Source: an optimization exercise on an open RTL-to-GDS flow (aim: a short achievable clock period and few clock cycles). Production flows keep margins and buffers that such runs may drop.
Only simulation tests tie the RTL to the original design; equivalence was not proved.
Power is estimated from default activity; no workload was simulated.

## flow/design.v

```verilog
 module rv_top
    #(parameter
        DPWIDTH = 32,
        RFSIZE  = 32
    )
 (
     output logic [DPWIDTH-1:0] imem_addr,
     output logic [DPWIDTH-1:0] dmem_addr,
     output logic [DPWIDTH-1:0] dmem_dataout,
     output logic memrw,
     input logic [DPWIDTH-1:0] dmem_datain,
     input logic [DPWIDTH-1:0] imem_datain,
     input logic clk,
     input logic rst
 );
 logic [31:0] fa;                  
 logic        f1_v;
 logic [31:0] f1_pc;
 logic        d_v;
 logic [31:0] d_pc, d_tgt, d_imm;
 logic [4:0]  d_rs1, d_rs2, d_rd;
 logic        d_use1, d_use2, d_wr, d_ld, d_st, d_cond, d_jal, d_bimm;
 logic [9:0]  d_op;                
 logic        e_v;
 logic [31:0] e_a, e_b, e_s, e_tgt;
 logic        e_su, e_sum;
 logic [4:0]  e_rd;
 logic        e_wr, e_ld, e_st, e_cond;
 logic [9:0]  e_op;
 logic [31:0] m_res, m_sd;
 logic [4:0]  m_rd;
 logic        m_wr, m_ld, m_st;
 logic [31:0] w_res;
 logic [4:0]  w_rd;
 logic        w_wr, w_ld;
 localparam OP_ADD = 0, OP_SUB = 1, OP_SLL = 2, OP_SLT = 3, OP_SLTU = 4,
            OP_XOR = 5, OP_SRL = 6, OP_OR = 7, OP_AND = 8, OP_INV = 9;
 logic        red_e, red_d, take_f;
 logic [31:0] tgt_f;
 logic [31:0] fi;
 assign fi = imem_datain;
 logic f_jal, f_beq, f_same, f_r, f_addi, f_lw, f_sw;
 assign f_jal  = (fi[6:0] == 7'b1101111);
 assign f_beq  = (fi[6:0] == 7'b1100011) && (fi[14:12] == 3'b000);
 assign f_r    = (fi[6:0] == 7'b0110011);
 assign f_addi = (fi[6:0] == 7'b0010011) && (fi[14:12] == 3'b000);
 assign f_lw   = (fi[6:0] == 7'b0000011) && (fi[14:12] == 3'b010);
 assign f_sw   = (fi[6:0] == 7'b0100011) && (fi[14:12] == 3'b010);
 assign f_same = (fi[19:15] == fi[24:20]);
 logic [31:0] immb;
 assign immb = {{20{fi[31]}}, fi[7], fi[30:25], fi[11:8], 1'b0};
 logic [12:0] tlo;
 logic [19:0] f1_hip, f1_him;
 assign tlo = {1'b0, f1_pc[11:0]} + {1'b0, immb[11:0]};
 always_comb begin
     tgt_f[11:0] = tlo[11:0];
     case ({fi[31], tlo[12]})
         2'b00: tgt_f[31:12] = f1_pc[31:12];
         2'b01: tgt_f[31:12] = f1_hip;
         2'b10: tgt_f[31:12] = f1_him;
         2'b11: tgt_f[31:12] = f1_pc[31:12];
     endcase
 end
 assign take_f = f1_v && (f_jal || (f_beq && f_same));
 logic [9:0] f_op;
 always_comb begin
     f_op = '0;
     if (f_r) begin
         case ({fi[14:12], fi[30]})
             4'b0001: f_op[OP_SUB]  = 1'b1;
             4'b0010: f_op[OP_SLL]  = 1'b1;
             4'b0100: f_op[OP_SLT]  = 1'b1;
             4'b0110: f_op[OP_SLTU] = 1'b1;
             4'b1000: f_op[OP_XOR]  = 1'b1;
             4'b1010: f_op[OP_SRL]  = 1'b1;
             4'b1011: f_op[OP_SRL]  = 1'b1;
             4'b1100: f_op[OP_OR]   = 1'b1;
             4'b1110: f_op[OP_AND]  = 1'b1;
             default: f_op[OP_ADD]  = 1'b1;
         endcase
     end
     else if (f_addi)
         f_op[OP_INV] = 1'b1;
     else
         f_op[OP_ADD] = 1'b1;
 end
 logic [31:0] f_imm;
 always_comb
     if (f_jal)      f_imm = 32'd4;
     else if (f_sw)  f_imm = {{21{fi[31]}}, fi[30:25], fi[11:7]};
     else            f_imm = {{21{fi[31]}}, fi[30:20]};
 always_ff @(posedge clk or posedge rst)
     if (rst) begin
         fa   <= 0;
         f1_v <= 1'b0;
     end
     else begin
         if (red_e)       fa <= e_tgt;
         else if (red_d)  fa <= d_pc;
         else if (take_f) fa <= tgt_f;
         else             fa <= fa + 32'd4;
         f1_v <= !(red_e || red_d || take_f);
     end
 always_ff @(posedge clk) begin
     f1_pc  <= fa;
     f1_hip <= fa[31:12] + 20'd1;
     f1_him <= fa[31:12] - 20'd1;
 end
 assign imem_addr = fa;
 always_ff @(posedge clk or posedge rst)
     if (rst) d_v <= 1'b0;
     else     d_v <= f1_v && !red_e && !red_d;
 always_ff @(posedge clk) begin
     d_pc   <= f1_pc;
     d_tgt  <= tgt_f;
     d_imm  <= f_imm;
     d_rs1  <= fi[19:15];
     d_rs2  <= fi[24:20];
     d_rd   <= fi[11:7];
     d_use1 <= (f_r || f_addi || f_lw || f_sw || f_beq) && (fi[19:15] != 5'd0);
     d_use2 <= (f_r || f_sw || f_beq) && (fi[24:20] != 5'd0);
     d_wr   <= (f_r || f_addi || f_lw || f_jal) && (fi[11:7] != 5'd0);
     d_ld   <= f_lw;
     d_st   <= f_sw;
     d_cond <= f_beq && !f_same;
     d_jal  <= f_jal;
     d_bimm <= !(f_r || f_beq);
     d_op   <= f_op;
 end
 logic [31:0] rf [1:31];
 logic [31:0] wd;
 assign wd = w_ld ? dmem_datain : w_res;
 always_ff @(posedge clk)
     if (w_wr)
         rf[w_rd] <= wd;
 logic [31:0] r1, r2;
 always_comb begin
     if (d_rs1 == 5'd0)                 r1 = 32'd0;
     else if (w_wr && w_rd == d_rs1)    r1 = wd;
     else                               r1 = rf[d_rs1];
     if (d_rs2 == 5'd0)                 r2 = 32'd0;
     else if (w_wr && w_rd == d_rs2)    r2 = wd;
     else                               r2 = rf[d_rs2];
 end
 logic m1e, m2e, m1m, m2m;
 assign m1e = d_use1 && e_v && e_wr && (e_rd == d_rs1);
 assign m2e = d_use2 && e_v && e_wr && (e_rd == d_rs2);
 assign m1m = d_use1 && m_wr && (m_rd == d_rs1);
 assign m2m = d_use2 && m_wr && (m_rd == d_rs2);
 assign red_d = d_v && ((m1e && e_ld) || (m2e && e_ld) || (m1m && m_ld) || (m2m && m_ld));
 logic [31:0] res;
 logic [31:0] oa_early, ob_early, os_early;
 always_comb begin
     oa_early = d_jal ? d_pc : (m1m ? m_res : r1);
     os_early = m2m ? m_res : r2;
     ob_early = d_bimm ? d_imm : os_early;
 end
 always_ff @(posedge clk or posedge rst)
     if (rst) e_v <= 1'b0;
     else     e_v <= d_v && !red_e && !red_d;
 always_ff @(posedge clk) begin
     e_a    <= m1e ? res : oa_early;
     e_b    <= (m2e && !d_bimm) ? res : ob_early;
     e_s    <= m2e ? res : os_early;
     e_tgt  <= d_tgt;
     e_rd   <= d_rd;
     e_wr   <= d_wr;
     e_ld   <= d_ld;
     e_st   <= d_st;
     e_cond <= d_cond;
     e_op   <= d_op;
     e_su   <= d_op[OP_SUB] || d_op[OP_SLT] || d_op[OP_SLTU];
     e_sum  <= d_op[OP_ADD] || d_op[OP_SUB];
 end
 logic [31:0] a, b, s;
 assign a = e_a;
 assign b = e_b;
 assign s = e_s;
 logic [31:0] sum, shl, shr;
 logic        cout, lts, ltu, big;
 ks_add32 adder (.a(a), .b(b ^ {32{e_su}}), .cin(e_su), .s(sum), .cout(cout));
 assign ltu = !cout;
 assign lts = (a[31] ^ b[31]) ? a[31] : sum[31];
 assign big = |b[31:5];
 assign shl = big ? 32'd0 : (a << b[4:0]);
 assign shr = big ? 32'd0 : (a >> b[4:0]);
 always_comb
     res = ({32{e_sum}}         & sum)
         | ({32{e_op[OP_INV]}}  & ~sum)
         | ({32{e_op[OP_SLL]}}  & shl)
         | ({32{e_op[OP_SRL]}}  & shr)
         | ({32{e_op[OP_SLT]}}  & {31'd0, lts})
         | ({32{e_op[OP_SLTU]}} & {31'd0, ltu})
         | ({32{e_op[OP_XOR]}}  & (a ^ b))
         | ({32{e_op[OP_OR]}}   & (a | b))
         | ({32{e_op[OP_AND]}}  & (a & b));
 assign red_e = e_v && e_cond && (a == s);
 always_ff @(posedge clk or posedge rst)
     if (rst) begin
         m_wr <= 1'b0;
         m_st <= 1'b0;
         m_ld <= 1'b0;
     end
     else begin
         m_wr <= e_v && e_wr;
         m_st <= e_v && e_st;
         m_ld <= e_v && e_ld;
     end
 always_ff @(posedge clk) begin
     m_res <= res;
     m_sd  <= s;
     m_rd  <= e_rd;
 end
 assign dmem_addr    = m_res;
 assign dmem_dataout = m_sd;
 assign memrw        = m_st;
 always_ff @(posedge clk or posedge rst)
     if (rst) begin
         w_wr <= 1'b0;
         w_ld <= 1'b0;
     end
     else begin
         w_wr <= m_wr;
         w_ld <= m_ld;
     end
 always_ff @(posedge clk) begin
     w_res <= m_res;
     w_rd  <= m_rd;
 end
 endmodule
 module ks_add32
 (
     input  logic [31:0] a,
     input  logic [31:0] b,
     input  logic        cin,
     output logic [31:0] s,
     output logic        cout
 );
 logic [32:0] g0, p0, g1, p1, g2, p2, g3, p3, g4, p4, g5;
 assign g0 = {a & b, cin};
 assign p0 = {a ^ b, 1'b0};
 always_comb begin
     for (int i = 0; i < 33; i++) begin
         g1[i] = (i >= 1)  ? (g0[i] | (p0[i] & g0[i-1]))  : g0[i];
         p1[i] = (i >= 1)  ? (p0[i] & p0[i-1])            : p0[i];
     end
 end
 always_comb begin
     for (int i = 0; i < 33; i++) begin
         g2[i] = (i >= 2)  ? (g1[i] | (p1[i] & g1[i-2]))  : g1[i];
         p2[i] = (i >= 2)  ? (p1[i] & p1[i-2])            : p1[i];
     end
 end
 always_comb begin
     for (int i = 0; i < 33; i++) begin
         g3[i] = (i >= 4)  ? (g2[i] | (p2[i] & g2[i-4]))  : g2[i];
         p3[i] = (i >= 4)  ? (p2[i] & p2[i-4])            : p2[i];
     end
 end
 always_comb begin
     for (int i = 0; i < 33; i++) begin
         g4[i] = (i >= 8)  ? (g3[i] | (p3[i] & g3[i-8]))  : g3[i];
         p4[i] = (i >= 8)  ? (p3[i] & p3[i-8])            : p3[i];
     end
 end
 always_comb begin
     for (int i = 0; i < 33; i++)
         g5[i] = (i >= 16) ? (g4[i] | (p4[i] & g4[i-16])) : g4[i];
 end
 assign s    = p0[32:1] ^ g5[31:0];
 assign cout = g5[32] | (p4[32] & p4[16] & g0[0]);
 endmodule
```

## flow/config.mk

```make
export PLATFORM = sky130hd
export DESIGN_NAME = rv_top
export DESIGN_NICKNAME = rv_top
export VERILOG_FILES = /design/flow/design.v
export SDC_FILE = /design/flow/constraint.sdc
export NUM_CORES = 4
export LEC_CHECK = 0
export CAP_MARGIN = 20
export CORE_MARGIN = 2
export CORE_UTILIZATION = 40
export PLACE_DENSITY = 0.6
export SLEW_MARGIN = 20
```

## flow/constraint.sdc

```tcl
create_clock -name core_clock -period 11.0 [get_ports {clk}]
set_input_delay 2.2000 -clock core_clock [delete_from_list [all_inputs] [get_ports {clk}]]
set_output_delay 2.2000 -clock core_clock [all_outputs]
set_load 0.01 [all_outputs]
```

## flow/flow/run.sh

```bash
#!/bin/bash
export SETUP_SLACK_MARGIN=${MY_SETUP_MARGIN:-7.5}
bash standard.sh > standard.log 2>&1
```

## flow/standard.sh

```bash
#!/bin/bash
# synth_recipe.tcl (not shown) runs the flow's synth.tcl, then flattens the netlist and writes it again
# the make line also repeats each setting of config.mk as NAME=value (left out here)
make -C /OpenROAD-flow-scripts/flow DESIGN_CONFIG=/design/flow/config.mk WORK_HOME=/design/flow/orfs CLKGATE_MAP_FILE= SYNTH_SCRIPT=/design/flow/synth_recipe.tcl "${@:-finish}"
```

==> qor.yml, run 1 <==
dp_slack_ns: 4.93
route.detailed.drc: 0
fp.dieH_um: 424
period_needed_ns: 4.20
status: "timing/DRC/antenna clean"
clockBufferDepth: 3
rows: 154
powerDensity_nw_per_um2: 187
synth_edf_count: 992
drive_gt1_frac: 0.321
finalNonFillerCells: 7554
grt_pass1_vias: 47000
holdCritPathClass: "reg -> reg"
via_count: 47900
fmax_mhz: 238
synthCells: 4861
syn_area_per_cell_um2: 14.5
maxSlewViolCount: 0
dr.first_iter.drc_count: 6124
post_drt_via_cell_ratio: 6.33
core_um2: 176000
required_ns: 11.68
final_util: 0.476
fin_ws_ns: 6.80
p_total_mw: 15.6
critPathKind: "in -> reg"
fin_skew_ns: 0.0291
cap_violations: 0
rsz0062_at_grt: "yes"
tritoncts: "yes"
arrival_ns: 4.88
p_leak_nw: 29.0
postLayoutCellArea_um2: 83700
grt_remaining_overflow: 0
gr-usage-all-layers: 0.276
ant_nets: 0
tightest_slew_ns: 1.28
die_x_um: 424
grt_start_max_net_pins: 121
root_buffer: "clkbuf_16"
tns_ns: 0
yosys_warnings: 2
clock_latency_ns: 0.80
setup_violations: 0
die_area_um2: 180000
crit_path_max_fanout: 6
gp_congestion: 0.998
hold_ws_ns: 0.322
finalHoldViolCount: 0
crit_path_end_kind: "register"
antenna_found_initial: 8
synth_ff_type: "edfxtp_1"
io_pins: 163
area_delta_synth_final_pct: 18.4
initial_core_util: 0.402
path_clk_slew_ns: 0.06
syn_nets: 5047
async_reset_ff_frac: 0.0273
yosysSeqAreaShare: 0.558
post_drt_wl_per_cell_um: 33.7
largest_reg_flops: 992
io_buffers: 162
ctsHoldBuffers: 0
cts_inserted_buffers: 153
numClockSinks: 1464
ys_types: 91
layout.nets: 5270
routed_wl_mm: 255
finalCritPeriodShare: 0.381
start_kind: "primary input"
regMostFlops: "rf"
ir_drop_mv: 0.179
cts_htree_levels: 4
slew_headroom: 0.135
ys_seq_elements: 1464
grt_pass1_wl_mm: 352
placed_cell_area_um2: 75000
hpwlAfterDp_mm: 152
netlist_area_um2: 70700
dp.cells: 7103
dr.pass1.iters: 6
-- cells in the mapped netlist, drive strengths merged (43+ instances only) --
cell	n	area (um2)
a221oi	68	596
mux2i	181	1810
mux4	586	13200
a211oi	59	448
xnor2	73	639
nor3	63	325
buf	151	800
nor2	223	840
nand3	55	275
a22oi	43	323
nand2	285	1070
ha	119	1490
xor2	112	981
a21oi	183	920
o21ai	247	1240
mux2	110	1240
inv	128	480
edfxtp	992	29800
clkbuf	221	830
dfxtp	432	8650
-- final timing paths --
check | startpoint | end | slack [ns] | cells after the start
hold reg to reg | d_tgt[26] | e_tgt[26] | 0.32 | 0
hold / removal | d_tgt[26] | e_tgt[26] | 0.32 | 0
setup / recovery | imem_datain[9] | fa[31] | 6.80 | 16
max in group asynchronous | rst | w_ld | 8.61 | 3
min in group asynchronous | rst | fa[17] | 1.89 | 3
setup reg to reg | e_su | e_b[24] | 7.44 | 12
-- report_power, final --
group	total, mW	switching (mW)	leakage, nW	internal, mW
sequential	7.14	0.444	13.0	6.69
combinational	3.21	1.90	13.6	1.30
clock	5.26	2.24	2.47	3.02
-- critical path, cell delays in order --
cell	delay, ns
buf_8	0.10
ha_4	0.20
a21o_1	0.21
a211oi_4	0.24
o21ai_2	0.08
a31o_2	0.22
a21oi_2	0.14
o21bai_1	0.08
a21o_1	0.21
ha_4	0.32
bufbuf_16	0.29
a22oi_2	0.14
o21ai_1	0.11
nor2b_1	0.14
o21ai_1	0.13
nand3_1	0.07
-- placed cells by master, fill, tap and decap left out, drive strengths merged, types with 19 or more instances in the layout --
master,count
a211oi,59
a21o,27
a21oi,183
a221o,22
a221oi,68
a22oi,43
a31oi,23
and2,21
and3,24
buf,354
clkbuf,214
clkdlybuf4s50,37
clkinv,56
dfrtp,40
dfxtp,432
edfxtp,992
ha,119
inv,132
mux2,112
mux2i,181
mux4,586
nand2,285
nand2b,20
nand3,55
nand4,19
nor2,223
nor2b,25
nor3,63
nor4,39
o211ai,29
o21a,19
o21ai,247
o22ai,22
xnor2,73
xor2,112
-- cells by family after synthesis --
logic type                 share of synthesized area
and+or+nand+nor                               0.0557
DFF                                            0.558
xor gates and xnor gates                      0.0229
buffers and inverters                         0.0299
muxes                                          0.230
adders and majority gates                     0.0214
AOI/OAI and AO/OA                             0.0820
-- repair_timing --
action | CTS | global route
pin swaps | 43 | 50
cloned | 16 | 10
endpoints found under the setup margin | 282 | 232
gates resized for setup | 813 | 194
setup buffers | 93 | 47
-- cell type report --
type | instances | area (um2)
multi-input combinational | 2898 | 30800
clock inverter | 81 | 898
timing repair buffer | 434 | 4650
sequential | 1464 | 39700
fill | 15000 | 92300
antenna | 5 | 12.5
inverter | 129 | 504
clock buffer | 199 | 4170
tap | 2340 | 2930
timing repair inverter | 4 | 22.5
-- metal layers --
layer	vias to the layer above	share of wire	GRT usage
li1	19700	-	-
met1	24800	0.37	0.346
met2	2693	0.47	0.443
met3	658	0.088	0.0530
met4	6	0.072	0.168
met5	-	0.00016	0
Testbench counts, summed over its fixed seeds: cycles 47,231.
==> inputs of run 2 (changes only) <==
==> flow/run.sh (new file) <==
#!/bin/bash
# synth_recipe.tcl (not shown) runs the flow's synth.tcl, then flattens the netlist and writes it again
# the make line also repeats each setting of config.mk as NAME=value (left out here)
make -C /OpenROAD-flow-scripts/flow DESIGN_CONFIG=/design/flow/config.mk WORK_HOME=/design/flow/orfs CLKGATE_MAP_FILE= SYNTH_SCRIPT=/design/flow/synth_recipe.tcl finish
--- a/flow/config.mk
+++ b/flow/config.mk
@@ -10,3 +10,4 @@
 export CORE_UTILIZATION = 40
 export PLACE_DENSITY = 0.6
+export SETUP_SLACK_MARGIN = 5
 export SLEW_MARGIN = 20
removed: flow/flow/run.sh
removed: flow/standard.sh
==> qor.yml, run 2 <==
finalNonFillerCells: 7381  # -2.3%
r2r_start: "d_rs1[0]"
netlist_area_um2: 70700  # unchanged
fmax_mhz: 179  # -25%
dr.first_iter.drc_count: 5844  # -4.6%
status: "timing/DRC/antenna clean"
yosysTopAreaCell: "edfxtp_1"
path_clk_slew_ns: 0.06  # about the same
core_um2: 176000  # unchanged
crit_path_top_delay_cell: "ha_1"
synth.most_common_cell: "edfxtp_1"
setup_violations: 0  # unchanged
p_leak_nw: 27.3  # -5.7%
synth_compound_area_frac: 0.0820  # unchanged
grt_pass1_wl_mm: 340  # -3.4%
crit_path_end_kind: "register"
finalCritPeriodShare: 0.508  # +0.126
synth_edf_count: 992  # unchanged
grt_pass1_vias: 45200  # -3.7%
syn_area_per_cell_um2: 14.5  # unchanged
hold_end: "e_tgt[28]"
largest_reg_flops: 992  # unchanged
layout.nets: 5096  # -3.3%
slew_headroom: 0.119  # -0.0162
io_pins: 163  # unchanged
grt_start_max_net_pins: 92  # -24%
postLayoutCellArea_um2: 80000  # -4.4%
ant_nets: 0  # unchanged
final_common_cell: "edfxtp_1"
drive_gt1_frac: 0.224  # -0.0971
synth_xor_area_frac: 0.0229  # unchanged
finalHoldViolCount: 0  # unchanged
dp.cells: 7096  # -0.099%
crit_chain: "clkdlybuf4s50_1, ha_1, a21o_1, a211oi_1, o21ai_0, a31o_2, a21oi_1, o21bai_1, a21o_1, ha_1, a22oi_1, o21ai_0, nor2_1, a211oi_1, a211oi_1, a21oi_1"
synthTopCellsByArea: "edfxtp_1 42%, mux4_2 19%, dfxtp_1 12%, mux2i_1 2.6%, ha_1 2.1%"
tns_ns: 0  # unchanged
holdCritPathClass: "reg -> reg"
via_count: 46000  # -3.8%
cts_setup_buffers: 0  # -100%
post_cts_resized: 0  # -100%
holdPathStages: 0  # unchanged
dr.pass1.iters: 6  # unchanged
die_x_um: 424  # unchanged
synthTopCellsByCount: "992 x edfxtp_1, 586 x mux4_2, 432 x dfxtp_1"
ctsHoldBuffers: 0  # unchanged
crit_path_max_fanout: 20  # +14
layout_common_cells: "992 x edfxtp_1, 586 x mux4_2, 414 x dfxtp_1, 285 x nand2_1, 243 x o21ai_0"
async_reset_ff_frac: 0.0273  # unchanged
yosysSeqAreaShare: 0.558  # unchanged
cpLargestDelayFamily: "compound AO/OA/AOI/OAI gates"
placed_cell_area_um2: 74800  # -0.27%
routed_wl_mm: 241  # -5.4%
cts_htree_levels: 4  # unchanged
die_area_um2: 180000  # unchanged
yosys.area_share.simple: 0.0557  # unchanged
clock_latency_ns: 0.82  # +0.02 ns
required_ns: 11.73  # +0.05 ns
ir_drop_mv: 0.157  # -12%
area_delta_synth_final_pct: 13.3
cp_slowest_stage_delay_ns: 0.84  # +0.52 ns
post_drt_via_cell_ratio: 6.24  # -1.6%
p_total_mw: 15.1  # -3.4%
initial_core_util: 0.402  # unchanged
rr_worst_depth: 8  # -4
synth_top_family_by_area: "multiplexers"
ys_types: 91  # unchanged
yosys_warnings: 2  # unchanged
ys_seq_elements: 1464  # unchanged
fp.dieH_um: 424  # unchanged
root_buffer: "clkbuf_16"
hp-start: "d_tgt[28]"
rows: 154  # unchanged
maxSlewViolCount: 0  # unchanged
cap_violations: 0  # unchanged
nFillCells: 15200  # +1.4%
route.detailed.drc: 0  # unchanged
cp.buffers_inverters: 1  # -1
start_kind: "primary input"
synth_ff_type: "edfxtp_1"
synthCells: 4861  # unchanged
arrival_ns: 6.32  # +1.44 ns
synth_top_area_frac: 0.422  # unchanged
powerDensity_nw_per_um2: 188  # +0.99%
tightest_slew_ns: 1.31  # +0.0240 ns
tritoncts: "yes"
fin_skew_ns: 0.0432  # +0.0141 ns
hpwlAfterDp_mm: 157  # +3.3%
antenna_found_initial: 10  # +2
clockBufferDepth: 3  # unchanged
io_buffers: 162  # unchanged
grt_remaining_overflow: 0  # unchanged
syn_nets: 5047  # unchanged
rsz0062_at_grt: "no"
yosys.area_share.adder: 0.0214  # unchanged
numClockSinks: 1464  # unchanged
gr-usage-all-layers: 0.264  # -0.0115
r2r_end: "e_a[27]"
gp_congestion: 0.983  # -1.5%
post_drt_wl_per_cell_um: 32.7  # -3.2%
reg2reg_slack_ns: 6.25  # -1.19 ns
crit_top_cell: "a211oi_1"
critPathKind: "in -> reg"
cts_inserted_buffers: 151  # -1.3%
period_needed_ns: 5.59  # +1.39 ns
regMostFlops: "rf"
muxShareOfSynthArea: 0.230  # unchanged
## run 2: cell counts after synthesis
No cell type changed its count.
## run 2: worst register-to-register path, cell delays in order (launching register included)
cell and delay (ns):
dfxtp_4 0.89, buf_12 0.57, buf_4 0.85, mux4_2 0.65
mux4_2 0.55, mux2i_1 0.38, o21ai_0 0.16, a221oi_1 0.40
o22ai_1 0.14
## run 2: cell type report
class,instances,area (um2),area share
flip-flops and latches,1464,39500,0.493
multi-input cells,2896,29400,0.368
clock buffers,192,4100,0.0512
well taps,2340,2930,0.0366
repair buffers,268,2460,0.0308
clock inverters,89,1120,0.0140
inverters,129,484,0.00605
diodes,3,7.51,0.0000938
## run 2: per-stage QoR
step / utilization / setup slack (ns) / hold WS, ns
after floorplan: - / 5.90 / 0.310
after global placement: 0.425 / 4.66 / 0.311
after detailed placement: 0.425 / 4.66 / 0.312
after CTS: 0.455 / 5.46 / 0.320
after global routing: 0.455 / 5.15 / 0.324
final: 0.455 / 5.41 / 0.320
## run 2: cell families after synthesis
| family | count (synthesis) |
|---|---|
| adders and majority gates | 120 |
| xor gates and xnor gates | 185 |
| buffers and inverters | 501 |
| DFF | 1464 |
| and+or+nand+nor | 841 |
| muxes | 877 |
| AOI/OAI and AO/OA | 873 |
## run 2: metal layers
metal / part of all wire / up-vias / global-route usage
met4: 0.061 / 0 / 0.144
met2: 0.48 / 2314 / 0.427
li1: - / 19300 / -
met5: 0 / - / 0
met1: 0.38 / 23900 / 0.342
met3: 0.077 / 473 / 0.0428
## run 2: power breakdown
part	switching [mW]	internal (mW)	total, mW
combinational	1.61	0.961	2.57
clock	2.28	3.08	5.36
sequential	0.484	6.66	7.14
## run 2: worst max path at each step
| stage | slack [ns] | start | cells past startpoint | end |
|---|---|---|---|---|
| 2_1_floorplan | 5.90 | imem_datain[9] | 16 | fa[15] |
| 3_3_place_gp | 4.66 | imem_datain[9] | 16 | fa[15] |
| 3_5_place_dp | 4.66 | imem_datain[9] | 16 | fa[13] |
| 4_1_cts | 5.46 | imem_datain[9] | 16 | fa[13] |
| 5_1_grt | 5.15 | imem_datain[9] | 16 | fa[21] |
| 6_report | 5.41 | imem_datain[9] | 16 | fa[13] |

==> re-timing with driven ports <==
In the flow no input, the clock included, has a driving cell. The finished layouts below were timed again as built, in two steps. Step 1 assumes that a clkbuf_16 drives the clock port and a buf_2 every other input. Step 2 moves the port delays by t, midway between the first and last clock arrival at a register: inputs arrive t later, outputs are due t later. That takes back most of the time a late clock gives input paths. Slacks: ideal / step 1 / step 2; pairs: ideal / step 1.
| run | t (ns) | setup WS [ns] | hold slack, ns |
|---|---|---|---|
| run 1 | 0.881 | 6.804 / 6.843 / 5.962 | 0.322 / 0.322 / 0.322 |
| run 2 | 0.881 | 5.413 / 5.468 / 4.588 | 0.320 / 0.320 / 0.320 |
After both steps every run listed still meets setup and hold. For run 1, which loses most, drivers alone change the setup slack by +0.039 ns; drivers and shift together by -0.842 ns.
